From an optimization exercise on the open Yosys and OpenROAD flow, aimed at small area; shortcuts taken in it are not production practice. No run shown here included a check of the RTL's function; only the layout flow was run. Power is estimated from default activity; no workload was simulated.

**standard.sh**
```bash
#!/bin/bash
# synth_recipe.tcl (not shown) runs the flow's synth.tcl, then flattens the netlist and writes it again
# the make line also repeats each setting of config.mk as NAME=value (left out here)
make -C /OpenROAD-flow-scripts/flow DESIGN_CONFIG=/design/flow/config.mk WORK_HOME=/design/flow/orfs CLKGATE_MAP_FILE= SYNTH_SCRIPT=/design/flow/synth_recipe.tcl "${@:-finish}"
```
**design.v**
```verilog
module alu (
    input wire clk,
    input wire reset,
    input wire [3:0] opcode,
    input wire [15:0] operand_a,
    input wire [15:0] operand_b,
    output reg [15:0] result,
    output wire overflow_flag
);
  wire        sub = ~opcode[1] & (opcode[0] ^ opcode[2]);
  wire [15:0] bx = operand_b ^ {16{sub}};
  wire ap0 = operand_a[0] ^ bx[0];
  wire ac1;
  wire as0 = ap0 ^ sub;
  carry_p uac0 (.x(operand_a[0]), .y(bx[0]), .p(ap0), .ci(sub), .con(ac1));
  wire ap1 = operand_a[1] ^ bx[1];
  wire ac2;
  wire as1 = ~(ap1 ^ ac1);
  carry_n uac1 (.x(operand_a[1]), .y(bx[1]), .cin(ac1), .co(ac2));
  wire ap2 = operand_a[2] ^ bx[2];
  wire ac3;
  wire as2 = ap2 ^ ac2;
  carry_p uac2 (.x(operand_a[2]), .y(bx[2]), .p(ap2), .ci(ac2), .con(ac3));
  wire ap3 = operand_a[3] ^ bx[3];
  wire ac4;
  wire as3 = ~(ap3 ^ ac3);
  carry_n uac3 (.x(operand_a[3]), .y(bx[3]), .cin(ac3), .co(ac4));
  wire ap4 = operand_a[4] ^ bx[4];
  wire ac5;
  wire as4 = ap4 ^ ac4;
  carry_p uac4 (.x(operand_a[4]), .y(bx[4]), .p(ap4), .ci(ac4), .con(ac5));
  wire ap5 = operand_a[5] ^ bx[5];
  wire ac6;
  wire as5 = ~(ap5 ^ ac5);
  carry_n uac5 (.x(operand_a[5]), .y(bx[5]), .cin(ac5), .co(ac6));
  wire ap6 = operand_a[6] ^ bx[6];
  wire ac7;
  wire as6 = ap6 ^ ac6;
  carry_p uac6 (.x(operand_a[6]), .y(bx[6]), .p(ap6), .ci(ac6), .con(ac7));
  wire ap7 = operand_a[7] ^ bx[7];
  wire ac8;
  wire as7 = ~(ap7 ^ ac7);
  carry_n uac7 (.x(operand_a[7]), .y(bx[7]), .cin(ac7), .co(ac8));
  wire ap8 = operand_a[8] ^ bx[8];
  wire ac9;
  wire as8 = ap8 ^ ac8;
  carry_p uac8 (.x(operand_a[8]), .y(bx[8]), .p(ap8), .ci(ac8), .con(ac9));
  wire ap9 = operand_a[9] ^ bx[9];
  wire ac10;
  wire as9 = ~(ap9 ^ ac9);
  carry_n uac9 (.x(operand_a[9]), .y(bx[9]), .cin(ac9), .co(ac10));
  wire ap10 = operand_a[10] ^ bx[10];
  wire ac11;
  wire as10 = ap10 ^ ac10;
  carry_p uac10 (.x(operand_a[10]), .y(bx[10]), .p(ap10), .ci(ac10), .con(ac11));
  wire ap11 = operand_a[11] ^ bx[11];
  wire ac12;
  wire as11 = ~(ap11 ^ ac11);
  carry_n uac11 (.x(operand_a[11]), .y(bx[11]), .cin(ac11), .co(ac12));
  wire ap12 = operand_a[12] ^ bx[12];
  wire ac13;
  wire as12 = ap12 ^ ac12;
  carry_p uac12 (.x(operand_a[12]), .y(bx[12]), .p(ap12), .ci(ac12), .con(ac13));
  wire ap13 = operand_a[13] ^ bx[13];
  wire ac14;
  wire as13 = ~(ap13 ^ ac13);
  carry_n uac13 (.x(operand_a[13]), .y(bx[13]), .cin(ac13), .co(ac14));
  wire ap14 = operand_a[14] ^ bx[14];
  wire ac15;
  wire as14 = ap14 ^ ac14;
  carry_p uac14 (.x(operand_a[14]), .y(bx[14]), .p(ap14), .ci(ac14), .con(ac15));
  wire ap15 = operand_a[15] ^ bx[15];
  wire ac16;
  wire as15 = ~(ap15 ^ ac15);
  carry_n uac15 (.x(operand_a[15]), .y(bx[15]), .cin(ac15), .co(ac16));
  wire [16:0] sum = {ac16, as15, as14, as13, as12, as11, as10, as9, as8, as7, as6, as5, as4, as3, as2, as1, as0};
  wire        ovf = (operand_a[15] == bx[15]) & (sum[15] != operand_a[15]);
  wire        lt = ~sum[16];
  assign overflow_flag = (opcode[3:1] == 3'b000) ? ovf :
                         (opcode == 4'b0100) ? lt : 1'b0;
  wire [15:0] mul;
  wire        is_sh = opcode[2] & opcode[1];
  wire        is_shr = is_sh & opcode[0];
  wire [15:0] onehot = 16'd1 << operand_b[3:0];
  wire [15:0] arev, mrev;
  genvar gi;
  generate for (gi = 0; gi < 16; gi = gi + 1) begin : g_rev
    assign arev[gi] = operand_a[15 - gi];
    assign mrev[gi] = mul[15 - gi];
  end endgenerate
  wire [15:0] ma = is_shr ? arev : operand_a;
  wire [15:0] mb = is_sh ? onehot : operand_b;
  wire one0 = mb[0] ^ 1'b0;
  wire two0 = (mb[1] & ~mb[0] & ~1'b0) | (~mb[1] & mb[0] & 1'b0);
  wire neg0 = mb[1];
  wire pp0_0 = ((one0 & ma[0]) | (two0 & 1'b0)) ^ neg0;
  wire pp0_1 = ((one0 & ma[1]) | (two0 & ma[0])) ^ neg0;
  wire pp0_2 = ((one0 & ma[2]) | (two0 & ma[1])) ^ neg0;
  wire pp0_3 = ((one0 & ma[3]) | (two0 & ma[2])) ^ neg0;
  wire pp0_4 = ((one0 & ma[4]) | (two0 & ma[3])) ^ neg0;
  wire pp0_5 = ((one0 & ma[5]) | (two0 & ma[4])) ^ neg0;
  wire pp0_6 = ((one0 & ma[6]) | (two0 & ma[5])) ^ neg0;
  wire pp0_7 = ((one0 & ma[7]) | (two0 & ma[6])) ^ neg0;
  wire pp0_8 = ((one0 & ma[8]) | (two0 & ma[7])) ^ neg0;
  wire pp0_9 = ((one0 & ma[9]) | (two0 & ma[8])) ^ neg0;
  wire pp0_10 = ((one0 & ma[10]) | (two0 & ma[9])) ^ neg0;
  wire pp0_11 = ((one0 & ma[11]) | (two0 & ma[10])) ^ neg0;
  wire pp0_12 = ((one0 & ma[12]) | (two0 & ma[11])) ^ neg0;
  wire pp0_13 = ((one0 & ma[13]) | (two0 & ma[12])) ^ neg0;
  wire pp0_14 = ((one0 & ma[14]) | (two0 & ma[13])) ^ neg0;
  wire pp0_15 = ((one0 & ma[15]) | (two0 & ma[14])) ^ neg0;
  wire one1 = mb[2] ^ mb[1];
  wire two1 = (mb[3] & ~mb[2] & ~mb[1]) | (~mb[3] & mb[2] & mb[1]);
  wire neg1 = mb[3];
  wire pp1_0 = ((one1 & ma[0]) | (two1 & 1'b0)) ^ neg1;
  wire pp1_1 = ((one1 & ma[1]) | (two1 & ma[0])) ^ neg1;
  wire pp1_2 = ((one1 & ma[2]) | (two1 & ma[1])) ^ neg1;
  wire pp1_3 = ((one1 & ma[3]) | (two1 & ma[2])) ^ neg1;
  wire pp1_4 = ((one1 & ma[4]) | (two1 & ma[3])) ^ neg1;
  wire pp1_5 = ((one1 & ma[5]) | (two1 & ma[4])) ^ neg1;
  wire pp1_6 = ((one1 & ma[6]) | (two1 & ma[5])) ^ neg1;
  wire pp1_7 = ((one1 & ma[7]) | (two1 & ma[6])) ^ neg1;
  wire pp1_8 = ((one1 & ma[8]) | (two1 & ma[7])) ^ neg1;
  wire pp1_9 = ((one1 & ma[9]) | (two1 & ma[8])) ^ neg1;
  wire pp1_10 = ((one1 & ma[10]) | (two1 & ma[9])) ^ neg1;
  wire pp1_11 = ((one1 & ma[11]) | (two1 & ma[10])) ^ neg1;
  wire pp1_12 = ((one1 & ma[12]) | (two1 & ma[11])) ^ neg1;
  wire pp1_13 = ((one1 & ma[13]) | (two1 & ma[12])) ^ neg1;
  wire one2 = mb[4] ^ mb[3];
  wire two2 = (mb[5] & ~mb[4] & ~mb[3]) | (~mb[5] & mb[4] & mb[3]);
  wire neg2 = mb[5];
  wire pp2_0 = ((one2 & ma[0]) | (two2 & 1'b0)) ^ neg2;
  wire pp2_1 = ((one2 & ma[1]) | (two2 & ma[0])) ^ neg2;
  wire pp2_2 = ((one2 & ma[2]) | (two2 & ma[1])) ^ neg2;
  wire pp2_3 = ((one2 & ma[3]) | (two2 & ma[2])) ^ neg2;
  wire pp2_4 = ((one2 & ma[4]) | (two2 & ma[3])) ^ neg2;
  wire pp2_5 = ((one2 & ma[5]) | (two2 & ma[4])) ^ neg2;
  wire pp2_6 = ((one2 & ma[6]) | (two2 & ma[5])) ^ neg2;
  wire pp2_7 = ((one2 & ma[7]) | (two2 & ma[6])) ^ neg2;
  wire pp2_8 = ((one2 & ma[8]) | (two2 & ma[7])) ^ neg2;
  wire pp2_9 = ((one2 & ma[9]) | (two2 & ma[8])) ^ neg2;
  wire pp2_10 = ((one2 & ma[10]) | (two2 & ma[9])) ^ neg2;
  wire pp2_11 = ((one2 & ma[11]) | (two2 & ma[10])) ^ neg2;
  wire one3 = mb[6] ^ mb[5];
  wire two3 = (mb[7] & ~mb[6] & ~mb[5]) | (~mb[7] & mb[6] & mb[5]);
  wire neg3 = mb[7];
  wire pp3_0 = ((one3 & ma[0]) | (two3 & 1'b0)) ^ neg3;
  wire pp3_1 = ((one3 & ma[1]) | (two3 & ma[0])) ^ neg3;
  wire pp3_2 = ((one3 & ma[2]) | (two3 & ma[1])) ^ neg3;
  wire pp3_3 = ((one3 & ma[3]) | (two3 & ma[2])) ^ neg3;
  wire pp3_4 = ((one3 & ma[4]) | (two3 & ma[3])) ^ neg3;
  wire pp3_5 = ((one3 & ma[5]) | (two3 & ma[4])) ^ neg3;
  wire pp3_6 = ((one3 & ma[6]) | (two3 & ma[5])) ^ neg3;
  wire pp3_7 = ((one3 & ma[7]) | (two3 & ma[6])) ^ neg3;
  wire pp3_8 = ((one3 & ma[8]) | (two3 & ma[7])) ^ neg3;
  wire pp3_9 = ((one3 & ma[9]) | (two3 & ma[8])) ^ neg3;
  wire one4 = mb[8] ^ mb[7];
  wire two4 = (mb[9] & ~mb[8] & ~mb[7]) | (~mb[9] & mb[8] & mb[7]);
  wire neg4 = mb[9];
  wire pp4_0 = ((one4 & ma[0]) | (two4 & 1'b0)) ^ neg4;
  wire pp4_1 = ((one4 & ma[1]) | (two4 & ma[0])) ^ neg4;
  wire pp4_2 = ((one4 & ma[2]) | (two4 & ma[1])) ^ neg4;
  wire pp4_3 = ((one4 & ma[3]) | (two4 & ma[2])) ^ neg4;
  wire pp4_4 = ((one4 & ma[4]) | (two4 & ma[3])) ^ neg4;
  wire pp4_5 = ((one4 & ma[5]) | (two4 & ma[4])) ^ neg4;
  wire pp4_6 = ((one4 & ma[6]) | (two4 & ma[5])) ^ neg4;
  wire pp4_7 = ((one4 & ma[7]) | (two4 & ma[6])) ^ neg4;
  wire one5 = mb[10] ^ mb[9];
  wire two5 = (mb[11] & ~mb[10] & ~mb[9]) | (~mb[11] & mb[10] & mb[9]);
  wire neg5 = mb[11];
  wire pp5_0 = ((one5 & ma[0]) | (two5 & 1'b0)) ^ neg5;
  wire pp5_1 = ((one5 & ma[1]) | (two5 & ma[0])) ^ neg5;
  wire pp5_2 = ((one5 & ma[2]) | (two5 & ma[1])) ^ neg5;
  wire pp5_3 = ((one5 & ma[3]) | (two5 & ma[2])) ^ neg5;
  wire pp5_4 = ((one5 & ma[4]) | (two5 & ma[3])) ^ neg5;
  wire pp5_5 = ((one5 & ma[5]) | (two5 & ma[4])) ^ neg5;
  wire one6 = mb[12] ^ mb[11];
  wire two6 = (mb[13] & ~mb[12] & ~mb[11]) | (~mb[13] & mb[12] & mb[11]);
  wire neg6 = mb[13];
  wire pp6_0 = ((one6 & ma[0]) | (two6 & 1'b0)) ^ neg6;
  wire pp6_1 = ((one6 & ma[1]) | (two6 & ma[0])) ^ neg6;
  wire pp6_2 = ((one6 & ma[2]) | (two6 & ma[1])) ^ neg6;
  wire pp6_3 = ((one6 & ma[3]) | (two6 & ma[2])) ^ neg6;
  wire one7 = mb[14] ^ mb[13];
  wire two7 = (mb[15] & ~mb[14] & ~mb[13]) | (~mb[15] & mb[14] & mb[13]);
  wire neg7 = mb[15];
  wire pp7_0 = ((one7 & ma[0]) | (two7 & 1'b0)) ^ neg7;
  wire pp7_1 = ((one7 & ma[1]) | (two7 & ma[0])) ^ neg7;
  wire s1, c2;
  ha_cell us1 (.a(neg5), .b(pp0_10), .s(s1), .co(c2));
  wire s3, c4;
  ha_cell us3 (.a(pp0_11), .b(pp1_9), .s(s3), .co(c4));
  wire s5, c6;
  fa_cell us5 (.a(neg6), .b(pp0_12), .c(pp1_10), .s(s5), .co(c6));
  wire s7, c8;
  ha_cell us7 (.a(pp2_8), .b(pp3_6), .s(s7), .co(c8));
  wire s9, c10;
  fa_cell us9 (.a(pp0_13), .b(pp1_11), .c(pp2_9), .s(s9), .co(c10));
  wire s11, c12;
  ha_cell us11 (.a(pp3_7), .b(pp4_5), .s(s11), .co(c12));
  wire s13, c14;
  fa_cell us13 (.a(neg7), .b(pp0_14), .c(pp1_12), .s(s13), .co(c14));
  wire s15, c16;
  fa_cell us15 (.a(pp2_10), .b(pp3_8), .c(pp4_6), .s(s15), .co(c16));
  wire s17, c18;
  ha_cell us17 (.a(pp5_4), .b(pp6_2), .s(s17), .co(c18));
  wire s19, c20;
  ha_cell us19 (.a(neg3), .b(pp0_6), .s(s19), .co(c20));
  wire s21, c22;
  ha_cell us21 (.a(pp0_7), .b(pp1_5), .s(s21), .co(c22));
  wire s23, c24;
  fa_cell us23 (.a(neg4), .b(pp0_8), .c(pp1_6), .s(s23), .co(c24));
  wire s25, c26;
  ha_cell us25 (.a(pp2_4), .b(pp3_2), .s(s25), .co(c26));
  wire s27, c28;
  fa_cell us27 (.a(pp0_9), .b(pp1_7), .c(pp2_5), .s(s27), .co(c28));
  wire s29, c30;
  ha_cell us29 (.a(pp3_3), .b(pp4_1), .s(s29), .co(c30));
  wire s31, c32;
  fa_cell us31 (.a(pp1_8), .b(pp2_6), .c(pp3_4), .s(s31), .co(c32));
  wire s33, c34;
  fa_cell us33 (.a(pp4_2), .b(pp5_0), .c(s1), .s(s33), .co(c34));
  wire s35, c36;
  fa_cell us35 (.a(pp2_7), .b(pp3_5), .c(pp4_3), .s(s35), .co(c36));
  wire s37, c38;
  fa_cell us37 (.a(pp5_1), .b(c2), .c(s3), .s(s37), .co(c38));
  wire s39, c40;
  fa_cell us39 (.a(pp4_4), .b(pp5_2), .c(pp6_0), .s(s39), .co(c40));
  wire s41, c42;
  fa_cell us41 (.a(c4), .b(s7), .c(s5), .s(s41), .co(c42));
  wire s43, c44;
  fa_cell us43 (.a(pp5_3), .b(pp6_1), .c(c8), .s(s43), .co(c44));
  wire s45, c46;
  fa_cell us45 (.a(s11), .b(c6), .c(s9), .s(s45), .co(c46));
  wire s47, c48;
  fa_cell us47 (.a(pp7_0), .b(c12), .c(s17), .s(s47), .co(c48));
  wire s49, c50;
  fa_cell us49 (.a(c10), .b(s13), .c(s15), .s(s49), .co(c50));
  wire s51, c52;
  ha_cell us51 (.a(neg2), .b(pp0_4), .s(s51), .co(c52));
  wire s53, c54;
  ha_cell us53 (.a(pp0_5), .b(pp1_3), .s(s53), .co(c54));
  wire s55, c56;
  fa_cell us55 (.a(pp1_4), .b(pp2_2), .c(pp3_0), .s(s55), .co(c56));
  wire s57, c58;
  fa_cell us57 (.a(pp2_3), .b(pp3_1), .c(c20), .s(s57), .co(c58));
  wire s59, c60;
  fa_cell us59 (.a(pp4_0), .b(c22), .c(s25), .s(s59), .co(c60));
  wire s61, c62;
  fa_cell us61 (.a(c26), .b(s29), .c(c24), .s(s61), .co(c62));
  wire s63, c64;
  fa_cell us63 (.a(c30), .b(c28), .c(s31), .s(s63), .co(c64));
  wire s65, c66;
  fa_cell us65 (.a(c32), .b(s35), .c(c34), .s(s65), .co(c66));
  wire s67, c68;
  fa_cell us67 (.a(c36), .b(s39), .c(c38), .s(s67), .co(c68));
  wire s69, c70;
  fa_cell us69 (.a(c40), .b(s43), .c(c42), .s(s69), .co(c70));
  wire s71, c72;
  fa_cell us71 (.a(c44), .b(s47), .c(c46), .s(s71), .co(c72));
  wire s73, c74;
  ha_cell us73 (.a(neg1), .b(pp0_2), .s(s73), .co(c74));
  wire s75, c76;
  ha_cell us75 (.a(pp0_3), .b(pp1_1), .s(s75), .co(c76));
  wire s77, c78;
  fa_cell us77 (.a(pp1_2), .b(pp2_0), .c(s51), .s(s77), .co(c78));
  wire s79, c80;
  fa_cell us79 (.a(pp2_1), .b(c52), .c(s53), .s(s79), .co(c80));
  wire s81, c82;
  fa_cell us81 (.a(c54), .b(s19), .c(s55), .s(s81), .co(c82));
  wire s83, c84;
  fa_cell us83 (.a(s21), .b(c56), .c(s57), .s(s83), .co(c84));
  wire s85, c86;
  fa_cell us85 (.a(s23), .b(c58), .c(s59), .s(s85), .co(c86));
  wire s87, c88;
  fa_cell us87 (.a(s27), .b(c60), .c(s61), .s(s87), .co(c88));
  wire s89, c90;
  fa_cell us89 (.a(s33), .b(c62), .c(s63), .s(s89), .co(c90));
  wire s91, c92;
  fa_cell us91 (.a(s37), .b(c64), .c(s65), .s(s91), .co(c92));
  wire s93, c94;
  fa_cell us93 (.a(s41), .b(c66), .c(s67), .s(s93), .co(c94));
  wire s95, c96;
  fa_cell us95 (.a(s45), .b(c68), .c(s69), .s(s95), .co(c96));
  wire s97, c98;
  fa_cell us97 (.a(s49), .b(c70), .c(s71), .s(s97), .co(c98));
  wire x99 = pp0_15 ^ pp1_13;
  wire x100 = pp2_11 ^ pp3_9;
  wire x101 = pp4_7 ^ pp5_5;
  wire x102 = pp6_3 ^ pp7_1;
  wire x103 = x100 ^ x101;
  wire x104 = x102 ^ x99;
  wire x105 = c18 ^ x103;
  wire x106 = x104 ^ c14;
  wire x107 = c16 ^ x105;
  wire x108 = x106 ^ c48;
  wire x109 = x107 ^ x108;
  wire x110 = c50 ^ x109;
  wire x111 = x110 ^ c72;
  wire s112, c113;
  ha_cell us112 (.a(neg0), .b(pp0_0), .s(s112), .co(c113));
  wire fp0 = pp0_1 ^ 1'b0;
  wire fc1;
  wire fs0 = fp0 ^ c113;
  carry_p ufc0 (.x(pp0_1), .y(1'b0), .p(fp0), .ci(c113), .con(fc1));
  wire fp1 = pp1_0 ^ s73;
  wire fc2;
  wire fs1 = ~(fp1 ^ fc1);
  carry_n ufc1 (.x(pp1_0), .y(s73), .cin(fc1), .co(fc2));
  wire fp2 = c74 ^ s75;
  wire fc3;
  wire fs2 = fp2 ^ fc2;
  carry_p ufc2 (.x(c74), .y(s75), .p(fp2), .ci(fc2), .con(fc3));
  wire fp3 = c76 ^ s77;
  wire fc4;
  wire fs3 = ~(fp3 ^ fc3);
  carry_n ufc3 (.x(c76), .y(s77), .cin(fc3), .co(fc4));
  wire fp4 = c78 ^ s79;
  wire fc5;
  wire fs4 = fp4 ^ fc4;
  carry_p ufc4 (.x(c78), .y(s79), .p(fp4), .ci(fc4), .con(fc5));
  wire fp5 = c80 ^ s81;
  wire fc6;
  wire fs5 = ~(fp5 ^ fc5);
  carry_n ufc5 (.x(c80), .y(s81), .cin(fc5), .co(fc6));
  wire fp6 = c82 ^ s83;
  wire fc7;
  wire fs6 = fp6 ^ fc6;
  carry_p ufc6 (.x(c82), .y(s83), .p(fp6), .ci(fc6), .con(fc7));
  wire fp7 = c84 ^ s85;
  wire fc8;
  wire fs7 = ~(fp7 ^ fc7);
  carry_n ufc7 (.x(c84), .y(s85), .cin(fc7), .co(fc8));
  wire fp8 = c86 ^ s87;
  wire fc9;
  wire fs8 = fp8 ^ fc8;
  carry_p ufc8 (.x(c86), .y(s87), .p(fp8), .ci(fc8), .con(fc9));
  wire fp9 = c88 ^ s89;
  wire fc10;
  wire fs9 = ~(fp9 ^ fc9);
  carry_n ufc9 (.x(c88), .y(s89), .cin(fc9), .co(fc10));
  wire fp10 = c90 ^ s91;
  wire fc11;
  wire fs10 = fp10 ^ fc10;
  carry_p ufc10 (.x(c90), .y(s91), .p(fp10), .ci(fc10), .con(fc11));
  wire fp11 = c92 ^ s93;
  wire fc12;
  wire fs11 = ~(fp11 ^ fc11);
  carry_n ufc11 (.x(c92), .y(s93), .cin(fc11), .co(fc12));
  wire fp12 = c94 ^ s95;
  wire fc13;
  wire fs12 = fp12 ^ fc12;
  carry_p ufc12 (.x(c94), .y(s95), .p(fp12), .ci(fc12), .con(fc13));
  wire fp13 = c96 ^ s97;
  wire fc14;
  wire fs13 = ~(fp13 ^ fc13);
  carry_n ufc13 (.x(c96), .y(s97), .cin(fc13), .co(fc14));
  wire s114 = c98 ^ x111 ^ fc14;
  assign mul = {s114, fs13, fs12, fs11, fs10, fs9, fs8, fs7, fs6, fs5, fs4, fs3, fs2, fs1, fs0, s112};
  always @(posedge clk or posedge reset) begin
    if (reset) begin
      result <= 16'h0000;
    end else begin
      case (opcode)
        4'b0000: result <= sum[15:0];
        4'b0001: result <= sum[15:0];
        4'b0010: result <= mul;
        4'b0011: result <= operand_a & operand_b;
        4'b0100: result <= operand_a | operand_b;
        4'b0101: result <= operand_a ^ operand_b;
        4'b0110: result <= mul;
        4'b0111: result <= mrev;
        default: result <= 16'h0000;
      endcase
    end
  end
endmodule
module fa_cell (input wire a, input wire b, input wire c, output wire s, output wire co);
  assign s = a ^ b ^ c;
  assign co = (a & b) | (a & c) | (b & c);
endmodule
module ha_cell (input wire a, input wire b, output wire s, output wire co);
  assign s = a ^ b;
  assign co = a & b;
endmodule
module carry_p (input wire x, input wire y, input wire p, input wire ci, output wire con);
  assign con = ~((x & y) | (p & ci));
endmodule
module carry_n (input wire x, input wire y, input wire cin, output wire co);
  assign co = ~(~(x & y) & (~(x | y) | cin));
endmodule
```
**flow/abc_area.script**
```
&get -n
&st
&dch
&nf -R 1000
&put
topo
stime -c
```
**flow/run.sh**
```bash
#!/bin/bash
# Layout flow: the standard flow (standard.sh), with two changes:
#  - synthesis is the standard synthesis script, except that the final ABC
#    mapping uses an area-oriented script (flow/abc_area.script) instead of
#    ORFS's delay-oriented one; timing is then repaired by OpenROAD as usual.
#  - port buffers are sky130_fd_sc_hd__buf_1 instead of the default choice.
# Each tool's output goes to a log file in this folder.
set -euo pipefail
W=$(pwd)
ABC=$W/flow/abc_area.script
# synthesis script: ORFS synth.tcl with the abc script swapped
sed "s#^  log_cmd abc {\*}\$abc_args#  lset abc_args 1 $ABC\n  log_cmd abc {*}\$abc_args#" \
  "$FLOW_HOME/scripts/synth.tcl" > "$W/synth_area.tcl"
grep -q "lset abc_args 1" "$W/synth_area.tcl"
sed "s#^source .*synth.tcl\$#source $W/synth_area.tcl#" "$W/synth_recipe.tcl" > "$W/synth_recipe_area.tcl"
grep -q "synth_area.tcl" "$W/synth_recipe_area.tcl"
bash standard.sh SYNTH_SCRIPT="$W/synth_recipe_area.tcl" \
  BUFFER_PORTS_ARGS="-buffer_cell sky130_fd_sc_hd__buf_1" finish > "$W/standard.log" 2>&1
```
**config.mk**
```make
export PLATFORM = sky130hd
export DESIGN_NAME = alu
export DESIGN_NICKNAME = alu
export VERILOG_FILES = /design/flow/design.v
export SDC_FILE = /design/flow/constraint.sdc
export NUM_CORES = 4
export LEC_CHECK = 0
export CAP_MARGIN = 20
export CORE_MARGIN = 2
export CORE_UTILIZATION = 40
export GPL_TIMING_DRIVEN = 0
export SLEW_MARGIN = 20
export SYNTH_HIERARCHICAL = 1
export SYNTH_MINIMUM_KEEP_SIZE = 0
```
**constraint.sdc**
```tcl
create_clock -name core_clock -period 6.5 [get_ports {clk}]
set_input_delay 1.3000 -clock core_clock [delete_from_list [all_inputs] [get_ports {clk}]]
set_output_delay 1.3000 -clock core_clock [all_outputs]
set_load 0.01 [all_outputs]
```
==> results of run 1 <==
-- Yosys stat by module (local to each module, per instance) --
module   cell area (um^2)  flip-flops and latches  copies in the design
alu                  3806                      16                     1
carry_p             7.507                       0                    15
ha_cell             12.51                       0                    14
carry_n             12.51                       0                    15
fa_cell             20.02                       0                    36
-- metrics by stage --
stage               power (W)  cell area, um^2
floorplan            0.002000             5146
global placement     0.002684             5559
detailed placement   0.002696             5665
CTS                  0.003019             6272
global route         0.003683             6787
finish               0.003422             6787
-- per-layer routing --
metal  vias to the layer above  routed length [um]  GRT usage
li1                       2468                   -          -
met1                      2551                7370     0.3356
met2                       187                7945     0.4133
met3                        25                 768    0.01517
met4                         0                 293    0.05873
met5                         -                   0          0
-- worst min-delay path by stage --
stage,from,endpoint,slack (ns),depth (start not counted)
global route,reset,result[15]$_DFF_PP0_,1.05,2
floorplan,reset,result[0]$_DFF_PP0_,1.15,1
global placement,reset,result[15]$_DFF_PP0_,1.27,2
finish,reset,result[15]$_DFF_PP0_,1.01,2
CTS,reset,result[14]$_DFF_PP0_,1.02,2
detailed placement,reset,result[14]$_DFF_PP0_,1.27,2
-- power breakdown --
part	internal (W)	total [W]	switching (W)
Combinational	0.00135	0.00316	0.00181
Clock	0.0000804	0.000114	0.0000340
Sequential	0.000140	0.000147	0.00000731
Total	0.00157	0.00342	0.00185
-- final cells by class --
cell class                 instances  area [um^2]  area share
clock buffer                       3        75.07     0.01106
inverter                          41        165.2     0.02434
multi-input combinational        557         5127      0.7555
sequential                        16        400.4     0.05900
tap                              168        210.2     0.03097
timing repair buffer             118        808.3      0.1191
-- logic make-up after synthesis --
group / Yosys count / share of synthesized area
AO/OA/AOI/OAI: 191 / 0.2436
XOR/XNOR: 162 / 0.2836
adder cells (fa/ha/maj): 82 / 0.2591
buffers and inverters: 41 / 0.03077
flip-flops: 16 / 0.08004
multiplexers: 1 / 0.002001
other: 1 / 0.0007497
AND/OR/NAND/NOR: 118 / 0.1001
-- what timing repair did --
item | 4_1_cts | 5_1_grt
hold buffers | 0 | 0
setup buffers | 26 | 31
setup endpoints to repair | 13 | 4
cloned | 1 | 2
pin swaps | 19 | 45
resized for setup | 67 | 51
-- cell usage after synthesis --
master	count	area (um^2)
dfrtp_1	16	400.4
a22o_1	1	8.760
nand3_1	8	40.04
nor3b_1	1	7.510
clkinv_1	41	153.9
nand2b_1	1	6.260
nor2_1	51	191.4
a221oi_1	5	43.79
o22ai_1	65	406.6
xnor2_1	135	1182
mux2i_1	1	10.01
ha_1	46	575.6
nand2_1	38	142.6
a222oi_1	7	70.07
o211ai_1	5	37.54
conb_1	1	3.750
or3b_1	1	8.760
xor2_1	27	236.5
a31oi_1	3	18.77
a21oi_1	30	150.1
o221ai_1	1	8.760
o211a_1	1	10.01
o2111ai_1	1	8.760
nor4bb_1	1	10.01
nor4_1	1	6.260
fa_1	36	720.7
or3_1	2	12.51
o31ai_1	1	7.510
a22oi_1	37	277.8
nor3_1	13	65.06
or4b_1	1	10.01
o21ai_0	34	170.2
==> flow_metrics.tcl, run 1 <==
set metrics [dict create \
    final_cell_mix "xnor2_1 (121), o22ai_1 (62), buf_4 (56)" \
    path_cells "buf_16 > xnor2_4 > nor2_4 > xnor2_2 > xnor2_1 > a22oi_2 > o21ai_2 > a22oi_2 > o21ai_2 > a22oi_2 > o21ai_2 > a22oi_2 > o21ai_2 > a22oi_2 > o21ai_2 > a22oi_2 > o21ai_2 > a22oi_2 > o21ai_2 > a22oi_2 > xor2_1 > or3_1 > o21ai_2 > buf_2" \
    die_y_um 115.8 \
    cts_tree "yes" \
    diodes 0 \
    core_um2 12110 \
    grt_max_degree 20 \
    hpwl_um 11790 \
    fin_cells 903 \
    finish.utilization 0.5603 \
    place_worst_setup_slack_ns -1.854 \
    drive_gt1_frac 0.2408 \
    grt_pass1_vias 5048 \
    wirelength_um 16380 \
    largest_register_ffs 16 \
    dr.pass1.iters 8 \
    power-per-cell-area_nw_per_um2 504.2 \
    gp_congestion 0.9008 \
    crit_path_top_delay_cell "or3_1" \
    run_status "finished clean" \
    fin_nets 857 \
    die_x_um 115.8 \
    end_kind "output port" \
    drtAntennaViolNets 0 \
    vias 5231 \
    finalSetupTns_ns 0 \
    finalHoldViolations 0 \
    avgSynthCellArea_um2 8.174 \
    tightest_slew_ns 1.014 \
    drt_iter0_markers 485 \
    final_common_cell "xnor2_1" \
    ys_seq_area_frac 0.08004 \
    antenna_found_initial 0 \
    dieArea_um2 13420 \
    worstPathRequired_ns 5.20 \
    finalCriticalPeriod_ns 6.381 \
    initial_utilization 0.4130 \
    cp.depth 24 \
    path_delay_family "compound AO/OA/AOI/OAI gates" \
    clk_pin_slew_ns 0.05 \
    syn_inst 612 \
    cts_root_buf "clkbuf_16" \
    drv_slew 0 \
    yosys_warnings 7 \
    cpPeakStageDelay_ns 0.37 \
    wire_per_inst_um 18.14 \
    drcViolationCount 0 \
    finalCritPeriodShare 0.9817 \
    top_register "result" \
    numPortBuffers 54 \
    critical_path_class "input pin to output port" \
    rows 40 \
    cts.path.max_buffers 2 \
    max_freq_mhz 156.7 \
    cts_sinks 16 \
    crit_arrival_ns 5.08 \
    rsz0062_at_grt "true" \
    cp-endpoint "overflow_flag" \
    area_delta_synth_final_pct 35.67 \
    timing.final.ws_setup_ns 0.1192 \
    critPathBufInv 2 \
    syn_area_um2 5002 \
    startpoint_type "input pin" \
    startpoint "opcode[2]" \
    ys_ff_latch 16 \
    grt_pass1_wl_um 25820 \
    crit_fanout 5 \
    ir_worst_vdd_v 0.0009765 \
    hold_ws_ns 1.006 \
    reg_top3 "result (16)" \
    p_leak_nw 2.539 \
    syn_nets 732 \
    fill_cells 1111 \
    relSlewSlack 0.3214 \
    cap_violations 0 \
    viasPerCell 5.793 \
    cts_made_buffers 3 \
    gr-total-overflow 0 \
    hold_path.class "input pin to async pin" \
    grtUsageTotal 0.2420 \
    io_pins 55 \
    setup_viol 0 \
    ys_types 32 \
    h-tree-depth 1 \
    post-place-cells 840 \
]
==> run 2: changes to the inputs <==
--- a/design.v
+++ b/design.v
@@ -12,66 +12,134 @@
   wire ap0 = operand_a[0] ^ bx[0];
-  wire ac1;
-  wire as0 = ap0 ^ sub;
-  carry_p uac0 (.x(operand_a[0]), .y(bx[0]), .p(ap0), .ci(sub), .con(ac1));
+  wire ag0 = operand_a[0] & bx[0];
   wire ap1 = operand_a[1] ^ bx[1];
-  wire ac2;
-  wire as1 = ~(ap1 ^ ac1);
-  carry_n uac1 (.x(operand_a[1]), .y(bx[1]), .cin(ac1), .co(ac2));
+  wire ag1 = operand_a[1] & bx[1];
   wire ap2 = operand_a[2] ^ bx[2];
-  wire ac3;
-  wire as2 = ap2 ^ ac2;
-  carry_p uac2 (.x(operand_a[2]), .y(bx[2]), .p(ap2), .ci(ac2), .con(ac3));
+  wire ag2 = operand_a[2] & bx[2];
   wire ap3 = operand_a[3] ^ bx[3];
-  wire ac4;
-  wire as3 = ~(ap3 ^ ac3);
-  carry_n uac3 (.x(operand_a[3]), .y(bx[3]), .cin(ac3), .co(ac4));
+  wire ag3 = operand_a[3] & bx[3];
   wire ap4 = operand_a[4] ^ bx[4];
-  wire ac5;
-  wire as4 = ap4 ^ ac4;
-  carry_p uac4 (.x(operand_a[4]), .y(bx[4]), .p(ap4), .ci(ac4), .con(ac5));
+  wire ag4 = operand_a[4] & bx[4];
   wire ap5 = operand_a[5] ^ bx[5];
-  wire ac6;
-  wire as5 = ~(ap5 ^ ac5);
-  carry_n uac5 (.x(operand_a[5]), .y(bx[5]), .cin(ac5), .co(ac6));
+  wire ag5 = operand_a[5] & bx[5];
   wire ap6 = operand_a[6] ^ bx[6];
-  wire ac7;
-  wire as6 = ap6 ^ ac6;
-  carry_p uac6 (.x(operand_a[6]), .y(bx[6]), .p(ap6), .ci(ac6), .con(ac7));
+  wire ag6 = operand_a[6] & bx[6];
   wire ap7 = operand_a[7] ^ bx[7];
-  wire ac8;
-  wire as7 = ~(ap7 ^ ac7);
-  carry_n uac7 (.x(operand_a[7]), .y(bx[7]), .cin(ac7), .co(ac8));
+  wire ag7 = operand_a[7] & bx[7];
   wire ap8 = operand_a[8] ^ bx[8];
-  wire ac9;
-  wire as8 = ap8 ^ ac8;
-  carry_p uac8 (.x(operand_a[8]), .y(bx[8]), .p(ap8), .ci(ac8), .con(ac9));
+  wire ag8 = operand_a[8] & bx[8];
   wire ap9 = operand_a[9] ^ bx[9];
-  wire ac10;
-  wire as9 = ~(ap9 ^ ac9);
-  carry_n uac9 (.x(operand_a[9]), .y(bx[9]), .cin(ac9), .co(ac10));
+  wire ag9 = operand_a[9] & bx[9];
   wire ap10 = operand_a[10] ^ bx[10];
-  wire ac11;
-  wire as10 = ap10 ^ ac10;
-  carry_p uac10 (.x(operand_a[10]), .y(bx[10]), .p(ap10), .ci(ac10), .con(ac11));
+  wire ag10 = operand_a[10] & bx[10];
   wire ap11 = operand_a[11] ^ bx[11];
-  wire ac12;
-  wire as11 = ~(ap11 ^ ac11);
-  carry_n uac11 (.x(operand_a[11]), .y(bx[11]), .cin(ac11), .co(ac12));
+  wire ag11 = operand_a[11] & bx[11];
   wire ap12 = operand_a[12] ^ bx[12];
-  wire ac13;
-  wire as12 = ap12 ^ ac12;
-  carry_p uac12 (.x(operand_a[12]), .y(bx[12]), .p(ap12), .ci(ac12), .con(ac13));
+  wire ag12 = operand_a[12] & bx[12];
   wire ap13 = operand_a[13] ^ bx[13];
-  wire ac14;
-  wire as13 = ~(ap13 ^ ac13);
-  carry_n uac13 (.x(operand_a[13]), .y(bx[13]), .cin(ac13), .co(ac14));
+  wire ag13 = operand_a[13] & bx[13];
   wire ap14 = operand_a[14] ^ bx[14];
-  wire ac15;
-  wire as14 = ap14 ^ ac14;
-  carry_p uac14 (.x(operand_a[14]), .y(bx[14]), .p(ap14), .ci(ac14), .con(ac15));
+  wire ag14 = operand_a[14] & bx[14];
   wire ap15 = operand_a[15] ^ bx[15];
-  wire ac16;
-  wire as15 = ~(ap15 ^ ac15);
-  carry_n uac15 (.x(operand_a[15]), .y(bx[15]), .cin(ac15), .co(ac16));
-  wire [16:0] sum = {ac16, as15, as14, as13, as12, as11, as10, as9, as8, as7, as6, as5, as4, as3, as2, as1, as0};
+  wire ag15 = operand_a[15] & bx[15];
+  wire agc0 = ag0 | (ap0 & sub);
+  wire aG1_1 = ag1 | (ap1 & agc0);
+  wire aP1_1 = ap1 & ap0;
+  wire aG1_3 = ag3 | (ap3 & ag2);
+  wire aP1_3 = ap3 & ap2;
+  wire aG1_5 = ag5 | (ap5 & ag4);
+  wire aP1_5 = ap5 & ap4;
+  wire aG1_7 = ag7 | (ap7 & ag6);
+  wire aP1_7 = ap7 & ap6;
+  wire aG1_9 = ag9 | (ap9 & ag8);
+  wire aP1_9 = ap9 & ap8;
+  wire aG1_11 = ag11 | (ap11 & ag10);
+  wire aP1_11 = ap11 & ap10;
+  wire aG1_13 = ag13 | (ap13 & ag12);
+  wire aP1_13 = ap13 & ap12;
+  wire aG1_15 = ag15 | (ap15 & ag14);
+  wire aP1_15 = ap15 & ap14;
+  wire aG2_2 = ag2 | (ap2 & aG1_1);
+  wire aP2_2 = ap2 & aP1_1;
+  wire aG2_3 = aG1_3 | (aP1_3 & aG1_1);
+  wire aP2_3 = aP1_3 & aP1_1;
+  wire aG2_6 = ag6 | (ap6 & aG1_5);
+  wire aP2_6 = ap6 & aP1_5;
+  wire aG2_7 = aG1_7 | (aP1_7 & aG1_5);
+  wire aP2_7 = aP1_7 & aP1_5;
+  wire aG2_10 = ag10 | (ap10 & aG1_9);
+  wire aP2_10 = ap10 & aP1_9;
+  wire aG2_11 = aG1_11 | (aP1_11 & aG1_9);
+  wire aP2_11 = aP1_11 & aP1_9;
+  wire aG2_14 = ag14 | (ap14 & aG1_13);
+  wire aP2_14 = ap14 & aP1_13;
+  wire aG2_15 = aG1_15 | (aP1_15 & aG1_13);
+  wire aP2_15 = aP1_15 & aP1_13;
+  wire aG3_4 = ag4 | (ap4 & aG2_3);
+  wire aP3_4 = ap4 & aP2_3;
+  wire aG3_5 = aG1_5 | (aP1_5 & aG2_3);
+  wire aP3_5 = aP1_5 & aP2_3;
+  wire aG3_6 = aG2_6 | (aP2_6 & aG2_3);
+  wire aP3_6 = aP2_6 & aP2_3;
+  wire aG3_7 = aG2_7 | (aP2_7 & aG2_3);
+  wire aP3_7 = aP2_7 & aP2_3;
+  wire aG3_12 = ag12 | (ap12 & aG2_11);
+  wire aP3_12 = ap12 & aP2_11;
+  wire aG3_13 = aG1_13 | (aP1_13 & aG2_11);
+  wire aP3_13 = aP1_13 & aP2_11;
+  wire aG3_14 = aG2_14 | (aP2_14 & aG2_11);
+  wire aP3_14 = aP2_14 & aP2_11;
+  wire aG3_15 = aG2_15 | (aP2_15 & aG2_11);
+  wire aP3_15 = aP2_15 & aP2_11;
+  wire aG4_8 = ag8 | (ap8 & aG3_7);
+  wire aP4_8 = ap8 & aP3_7;
+  wire aG4_9 = aG1_9 | (aP1_9 & aG3_7);
+  wire aP4_9 = aP1_9 & aP3_7;
+  wire aG4_10 = aG2_10 | (aP2_10 & aG3_7);
+  wire aP4_10 = aP2_10 & aP3_7;
+  wire aG4_11 = aG2_11 | (aP2_11 & aG3_7);
+  wire aP4_11 = aP2_11 & aP3_7;
+  wire aG4_12 = aG3_12 | (aP3_12 & aG3_7);
+  wire aP4_12 = aP3_12 & aP3_7;
+  wire aG4_13 = aG3_13 | (aP3_13 & aG3_7);
+  wire aP4_13 = aP3_13 & aP3_7;
+  wire aG4_14 = aG3_14 | (aP3_14 & aG3_7);
+  wire aP4_14 = aP3_14 & aP3_7;
+  wire aG4_15 = aG3_15 | (aP3_15 & aG3_7);
+  wire aP4_15 = aP3_15 & aP3_7;
+  wire ac0 = sub;
+  wire as0 = ap0 ^ sub;
+  wire ac1 = agc0;
+  wire as1 = ap1 ^ agc0;
+  wire ac2 = aG1_1;
+  wire as2 = ap2 ^ aG1_1;
+  wire ac3 = aG2_2;
+  wire as3 = ap3 ^ aG2_2;
+  wire ac4 = aG2_3;
+  wire as4 = ap4 ^ aG2_3;
+  wire ac5 = aG3_4;
+  wire as5 = ap5 ^ aG3_4;
+  wire ac6 = aG3_5;
+  wire as6 = ap6 ^ aG3_5;
+  wire ac7 = aG3_6;
+  wire as7 = ap7 ^ aG3_6;
+  wire ac8 = aG3_7;
+  wire as8 = ap8 ^ aG3_7;
+  wire ac9 = aG4_8;
+  wire as9 = ap9 ^ aG4_8;
+  wire ac10 = aG4_9;
+  wire as10 = ap10 ^ aG4_9;
+  wire ac11 = aG4_10;
+  wire as11 = ap11 ^ aG4_10;
+  wire ac12 = aG4_11;
+  wire as12 = ap12 ^ aG4_11;
+  wire ac13 = aG4_12;
+  wire as13 = ap13 ^ aG4_12;
+  wire ac14 = aG4_13;
+  wire as14 = ap14 ^ aG4_13;
+  wire ac15 = aG4_14;
+  wire as15 = ap15 ^ aG4_14;
+  wire [16:0] sum = {aG4_15, as15, as14, as13, as12, as11, as10, as9, as8, as7, as6, as5, as4, as3, as2, as1, as0};
+  wire [15:0] ap = {ap15, ap14, ap13, ap12, ap11, ap10, ap9, ap8, ap7, ap6, ap5, ap4, ap3, ap2, ap1, ap0};
+  wire [15:0] ag = {ag15, ag14, ag13, ag12, ag11, ag10, ag9, ag8, ag7, ag6, ag5, ag4, ag3, ag2, ag1, ag0};
+  wire [15:0] ac = {ac15, ac14, ac13, ac12, ac11, ac10, ac9, ac8, ac7, ac6, ac5, ac4, ac3, ac2, ac1, ac0};
   wire        ovf = (operand_a[15] == bx[15]) & (sum[15] != operand_a[15]);
@@ -81,4 +149,2 @@
   wire [15:0] mul;
-  wire        is_sh = opcode[2] & opcode[1];
-  wire        is_shr = is_sh & opcode[0];
   wire [15:0] onehot = 16'd1 << operand_b[3:0];
@@ -90,4 +156,4 @@
   end endgenerate
-  wire [15:0] ma = is_shr ? arev : operand_a;
-  wire [15:0] mb = is_sh ? onehot : operand_b;
+  wire [15:0] ma = opcode[0] ? arev : operand_a;
+  wire [15:0] mb = opcode[2] ? onehot : operand_b;
   wire one0 = mb[0] ^ 1'b0;
@@ -299,62 +365,13 @@
   wire x111 = x110 ^ c72;
-  wire s112, c113;
-  ha_cell us112 (.a(neg0), .b(pp0_0), .s(s112), .co(c113));
-  wire fp0 = pp0_1 ^ 1'b0;
-  wire fc1;
-  wire fs0 = fp0 ^ c113;
-  carry_p ufc0 (.x(pp0_1), .y(1'b0), .p(fp0), .ci(c113), .con(fc1));
-  wire fp1 = pp1_0 ^ s73;
-  wire fc2;
-  wire fs1 = ~(fp1 ^ fc1);
-  carry_n ufc1 (.x(pp1_0), .y(s73), .cin(fc1), .co(fc2));
-  wire fp2 = c74 ^ s75;
-  wire fc3;
-  wire fs2 = fp2 ^ fc2;
-  carry_p ufc2 (.x(c74), .y(s75), .p(fp2), .ci(fc2), .con(fc3));
-  wire fp3 = c76 ^ s77;
-  wire fc4;
-  wire fs3 = ~(fp3 ^ fc3);
-  carry_n ufc3 (.x(c76), .y(s77), .cin(fc3), .co(fc4));
-  wire fp4 = c78 ^ s79;
-  wire fc5;
-  wire fs4 = fp4 ^ fc4;
-  carry_p ufc4 (.x(c78), .y(s79), .p(fp4), .ci(fc4), .con(fc5));
-  wire fp5 = c80 ^ s81;
-  wire fc6;
-  wire fs5 = ~(fp5 ^ fc5);
-  carry_n ufc5 (.x(c80), .y(s81), .cin(fc5), .co(fc6));
-  wire fp6 = c82 ^ s83;
-  wire fc7;
-  wire fs6 = fp6 ^ fc6;
-  carry_p ufc6 (.x(c82), .y(s83), .p(fp6), .ci(fc6), .con(fc7));
-  wire fp7 = c84 ^ s85;
-  wire fc8;
-  wire fs7 = ~(fp7 ^ fc7);
-  carry_n ufc7 (.x(c84), .y(s85), .cin(fc7), .co(fc8));
-  wire fp8 = c86 ^ s87;
-  wire fc9;
-  wire fs8 = fp8 ^ fc8;
-  carry_p ufc8 (.x(c86), .y(s87), .p(fp8), .ci(fc8), .con(fc9));
-  wire fp9 = c88 ^ s89;
-  wire fc10;
-  wire fs9 = ~(fp9 ^ fc9);
-  carry_n ufc9 (.x(c88), .y(s89), .cin(fc9), .co(fc10));
-  wire fp10 = c90 ^ s91;
-  wire fc11;
-  wire fs10 = fp10 ^ fc10;
-  carry_p ufc10 (.x(c90), .y(s91), .p(fp10), .ci(fc10), .con(fc11));
-  wire fp11 = c92 ^ s93;
-  wire fc12;
-  wire fs11 = ~(fp11 ^ fc11);
-  carry_n ufc11 (.x(c92), .y(s93), .cin(fc11), .co(fc12));
-  wire fp12 = c94 ^ s95;
-  wire fc13;
-  wire fs12 = fp12 ^ fc12;
-  carry_p ufc12 (.x(c94), .y(s95), .p(fp12), .ci(fc12), .con(fc13));
-  wire fp13 = c96 ^ s97;
-  wire fc14;
-  wire fs13 = ~(fp13 ^ fc13);
-  carry_n ufc13 (.x(c96), .y(s97), .cin(fc13), .co(fc14));
-  wire s114 = c98 ^ x111 ^ fc14;
-  assign mul = {s114, fs13, fs12, fs11, fs10, fs9, fs8, fs7, fs6, fs5, fs4, fs3, fs2, fs1, fs0, s112};
+  wire [15:0] fsum = {c98, c96, c94, c92, c90, c88, c86, c84, c82, c80, c78, c76, c74, pp1_0, pp0_1, neg0} + {x111, s97, s95, s93, s91, s89, s87, s85, s83, s81, s79, s77, s75, s73, 1'b0, pp0_0};
+  assign mul = {fsum[15], fsum[14], fsum[13], fsum[12], fsum[11], fsum[10], fsum[9], fsum[8], fsum[7], fsum[6], fsum[5], fsum[4], fsum[3], fsum[2], fsum[1], fsum[0]};
+  wire        op_arith = ~opcode[3] & ~opcode[2] & ~opcode[1];
+  wire        sel_x = op_arith | (opcode == 4'b0101);
+  wire        sel_mul = ~opcode[3] & opcode[1] & ~opcode[0];
+  wire        sel_rev = (opcode == 4'b0111);
+  wire        sel_ag = (opcode == 4'b0011) | (opcode == 4'b0100);
+  wire        sel_or = (opcode == 4'b0100);
+  wire [15:0] xs = ap ^ (ac & {16{op_arith}});
+  wire [15:0] next = ({16{sel_x}} & xs) | ({16{sel_mul}} & mul) | ({16{sel_rev}} & mrev) |
+                     ({16{sel_ag}} & ag) | ({16{sel_or}} & operand_b);
   always @(posedge clk or posedge reset) begin
@@ -363,13 +380,3 @@
     end else begin
-      case (opcode)
-        4'b0000: result <= sum[15:0];
-        4'b0001: result <= sum[15:0];
-        4'b0010: result <= mul;
-        4'b0011: result <= operand_a & operand_b;
-        4'b0100: result <= operand_a | operand_b;
-        4'b0101: result <= operand_a ^ operand_b;
-        4'b0110: result <= mul;
-        4'b0111: result <= mrev;
-        default: result <= 16'h0000;
-      endcase
+      result <= next;
     end
==> flow/abc_area.script (replaced) <==
&get -n
&st
&dc2
&dch -f
&nf -R 1000
&put
topo
stime -c
--- a/config.mk
+++ b/config.mk
@@ -9,3 +9,4 @@
 export CORE_MARGIN = 2
-export CORE_UTILIZATION = 40
+export CORE_UTILIZATION = 72
+export CTS_BUF_LIST = sky130_fd_sc_hd__clkbuf_4
 export GPL_TIMING_DRIVEN = 0
==> run 2 against run 1 <==
Non-clock buffer count down 36. Maximum frequency up 1.2%. Sequential power up 3%. Setup slack better by 0.075 ns. Global-route usage up 17 points. Area after synthesis down 5.5%. Clock power down 52%. Design area down 19%. Hold slack worse by 0.052 ns. Largest cell class unchanged. Highest routed layer unchanged.
==> flow_metrics.tcl, run 2 <==
set metrics [dict create \
    max_freq_mhz 158.6 \
    die_x_um 85.04 \
    diodes 0 \
    ys_types 39 \
    tightest_slew_ns 1.140 \
    drv_slew 0 \
    critical_path_class "input pin to register" \
    viasPerCell 7.279 \
    reg_top3 "result (16)" \
    dieArea_um2 7231 \
    grt_max_degree 23 \
    ys_top_cells_by_count "o22ai_1 (67), xnor2_1 (61), a21oi_1 (55)" \
    run_status "finished clean" \
    crit_arrival_ns 6.53 \
    syn_area_um2 4728 \
    total_power_w 0.002433 \
    syn_nets 674 \
    relSlewSlack 0.2182 \
    startpoint_type "input pin" \
    synth_top_area_frac 0.1524 \
    final_common_cell "o22ai_1" \
    yosysTopAreaCell "fa_1" \
    p_seq_frac 0.062 \
    cts_sinks 16 \
    cts.path.max_buffers 2 \
    clk_pin_slew_ns 0.09 \
    vias 5241 \
    final_cell_mix "o22ai_1 (66), xnor2_1 (59), a21oi_1 (54)" \
    numPortBuffers 54 \
    synth_area_leaders "fa_1 (15%), ha_1 (12%), xnor2_1 (11%), xor2_1 (9.6%), o22ai_1 (8.9%)" \
    grt_pass1_wl_um 24240 \
    async_reset_ff_frac 1.000 \
    worstPathRequired_ns 6.73 \
    area_delta_synth_final_pct 15.72 \
    antenna_found_initial 0 \
    cpPeakStageDelay_ns 0.51 \
    fin_nets 762 \
    cts_made_buffers 3 \
    p_switching_w 0.001393 \
    drtAntennaViolNets 0 \
    ir_worst_vdd_v 0.001119 \
    finalHoldViolations 0 \
    ys_seq_area_frac 0.08468 \
    rows 29 \
    cap_violations 0 \
    hold_ws_ns 0.9537 \
    cts_tree "yes" \
    hold_path.class "input pin to async pin" \
    ys_ff_latch 16 \
    wire_per_inst_um 21.60 \
    die_y_um 85.04 \
    io_pins 55 \
    timing.final.ws_setup_ns 0.1941 \
    ctsHoldBuffers 0 \
    dr.pass1.iters 9 \
    finalCritPeriodShare 0.9701 \
    drt_iter0_markers 935 \
    crit_path_top_delay_cell "fa_1" \
    power-per-cell-area_nw_per_um2 444.7 \
    crit_fanout 15 \
    avgSynthCellArea_um2 8.504 \
    drive_gt1_frac 0.1104 \
    ys.flop_type "dfrtp_1" \
    synth-edff-count 0 \
    h-tree-depth 1 \
    sw_frac_of_total 0.5726 \
    yosysMostFrequentCell "o22ai_1" \
    gr-total-overflow 0 \
    setup_viol 0 \
    yosys_warnings 7 \
    p_comb_frac 0.916 \
    clkPwrFrac 0.022 \
    p_leak_nw 2.297 \
    grt_pass1_vias 4960 \
    path_common_cell "fa_1" \
    largest_register_ffs 16 \
    path_delay_family "adder cells" \
    end_kind "register" \
    gp_congestion 0.9422 \
    finalCriticalPeriod_ns 6.306 \
    hpwl_um 11160 \
    cts_root_buf "clkbuf_4" \
    path_cells "buf_12 > clkinv_8 > buf_4 > nor2_1 > a22oi_2 > clkinv_2 > a221o_1 > mux2_2 > o22ai_1 > xor2_1 > fa_1 > fa_1 > fa_1 > ha_1 > clkinv_1 > o21bai_1 > a21oi_2 > o21bai_1 > a21oi_1 > xnor2_1 > nand2_1 > nand3_1" \
    core_um2 6350 \
    finish.utilization 0.8617 \
    top_register "result" \
    grtUsageTotal 0.4166 \
    intPower_w 0.001040 \
    syn_inst 556 \
    critPathBufInv 5 \
    wirelength_um 15550 \
    initial_utilization 0.7446 \
    place_worst_setup_slack_ns -1.710 \
    drcViolationCount 0 \
]
run 2: changes by cell type after synthesis, moves of 19 or more:
cell      delta
a22oi_1     -26
o21ai_0     -19
nor2_1      -27
xnor2_1     -74
xor2_1      +25
a21oi_1     +25
clkinv_1    -25
run 2: path summary, 6_finish.rpt:
check | start | end | slack, ns | cells after the start
min in group core_clock | operand_b[5] | result[5]$_DFF_PP0_ | 1.42 | 3
worst min-delay path | reset | result[8]$_DFF_PP0_ | 0.95 | 2
worst max-delay path | opcode[2] | result[14]$_DFF_PP0_ | 0.19 | 22
max in group asynchronous | reset | result[12]$_DFF_PP0_ | 5.25 | 2
run 2: kinds of logic after synthesis:
logic type / Yosys count / share of synthesized area
fa+ha+maj: 80 / 0.2689
flops: 16 / 0.08468
buf+inv: 16 / 0.01270
compound gates: 200 / 0.2710
xor+xnor: 113 / 0.2093
simple gates: 113 / 0.1146
mux: 18 / 0.03890
run 2: metrics by stage:
| stage | area (um^2) | cells | TNS [ns] |
|---|---|---|---|
| 2_1_floorplan | 4738 | 556 | 0 |
| 3_3_place_gp | 5037 | 687 | -17.97 |
| 6_report | 5472 | 720 | 0 |
| 3_5_place_dp | 5127 | 693 | -23.08 |
| 4_1_cts | 5286 | 706 | 0 |
| 5_1_grt | 5472 | 720 | -0.02060 |
run 2: layer usage:
layer	global-route usage	vias to the layer above	routed length [um]
met5	0	-	0
li1	-	2284	-
met1	0.5249	2389	5546
met3	0.09728	117	1952
met2	0.6740	451	7139
met4	0.1991	0	914
run 2: power groups by stage:
stage / Combinational [W] / Sequential [W] / Clock [W]
6_report: 0.00223 / 0.000151 / 0.0000547
5_1_grt: 0.00238 / 0.000154 / 0.0000619
4_1_cts: 0.00213 / 0.000150 / 0.0000563
3_5_place_dp: 0.00211 / 0.000153 / 0
3_3_place_gp: 0.00201 / 0.000151 / 0
2_1_floorplan: 0.00149 / 0.000176 / 0
run 2: layout make-up:
| class | instances | area (um^2) |
|---|---|---|
| clock buffers | 3 | 22.52 |
| repair buffers | 82 | 455.4 |
| well taps | 77 | 96.34 |
| multi-input cells | 525 | 4419 |
| inverters | 16 | 73.82 |
| flip-flops and latches | 16 | 400.4 |
| fillers | 380 | 878.3 |
| clock inverters | 1 | 3.754 |
run 2: repair_timing:
item / 4_1_cts / 5_1_grt
endpoints found under the hold margin: 0 / 0
setup endpoints to repair: 17 / 11
setup buffers: 8 / 13
gates resized for setup: 17 / 23
pin swaps: 2 / 8
gates cloned: 1 / 0
run 2: per-module statistics from Yosys, one instance, submodules excluded:
module | times used | flops+latches | cell area [um^2] | cells inside
alu | 1 | 16 | 3845 | 507
fa_cell | 36 | 0 | 20.02 | 1
ha_cell | 13 | 0 | 12.51 | 1

-- static timing again, ports no longer ideal --
In the flow no input, the clock included, has a driving cell. The finished layouts below were timed again as built, in two steps. Step 1 sets driving cells, clkbuf_16 on the clock port and buf_2 on the other inputs (assumed; they add their load-dependent delay and slew). Step 2 adds t to the input delays and takes it off the output delays; t is the mean of the earliest and latest rising clock arrival at the registers after step 1. Input paths then give back, and output paths get back, about the clock's delay inside the block. Slacks: no drivers / after step 1 / after step 2; pairs: no drivers / after step 1.
run	t (ns)	slack for setup (ns)	worst setup path after step 2	latest minus earliest clock arrival (ns)	worst slew at a driven data input, ns
run 1	0.270	0.119 / 0.028 / -0.162	input to register	0.003 / 0.003	0.14
run 2	0.310	0.194 / 0.134 / -0.144	input to register	0.003 / 0.003	0.06
With both steps, setup timing fails in run 1 and run 2, where it was met with ideal ports. For run 2, which loses most, drivers alone change the setup slack by -0.060 ns; drivers and shift together by -0.338 ns.
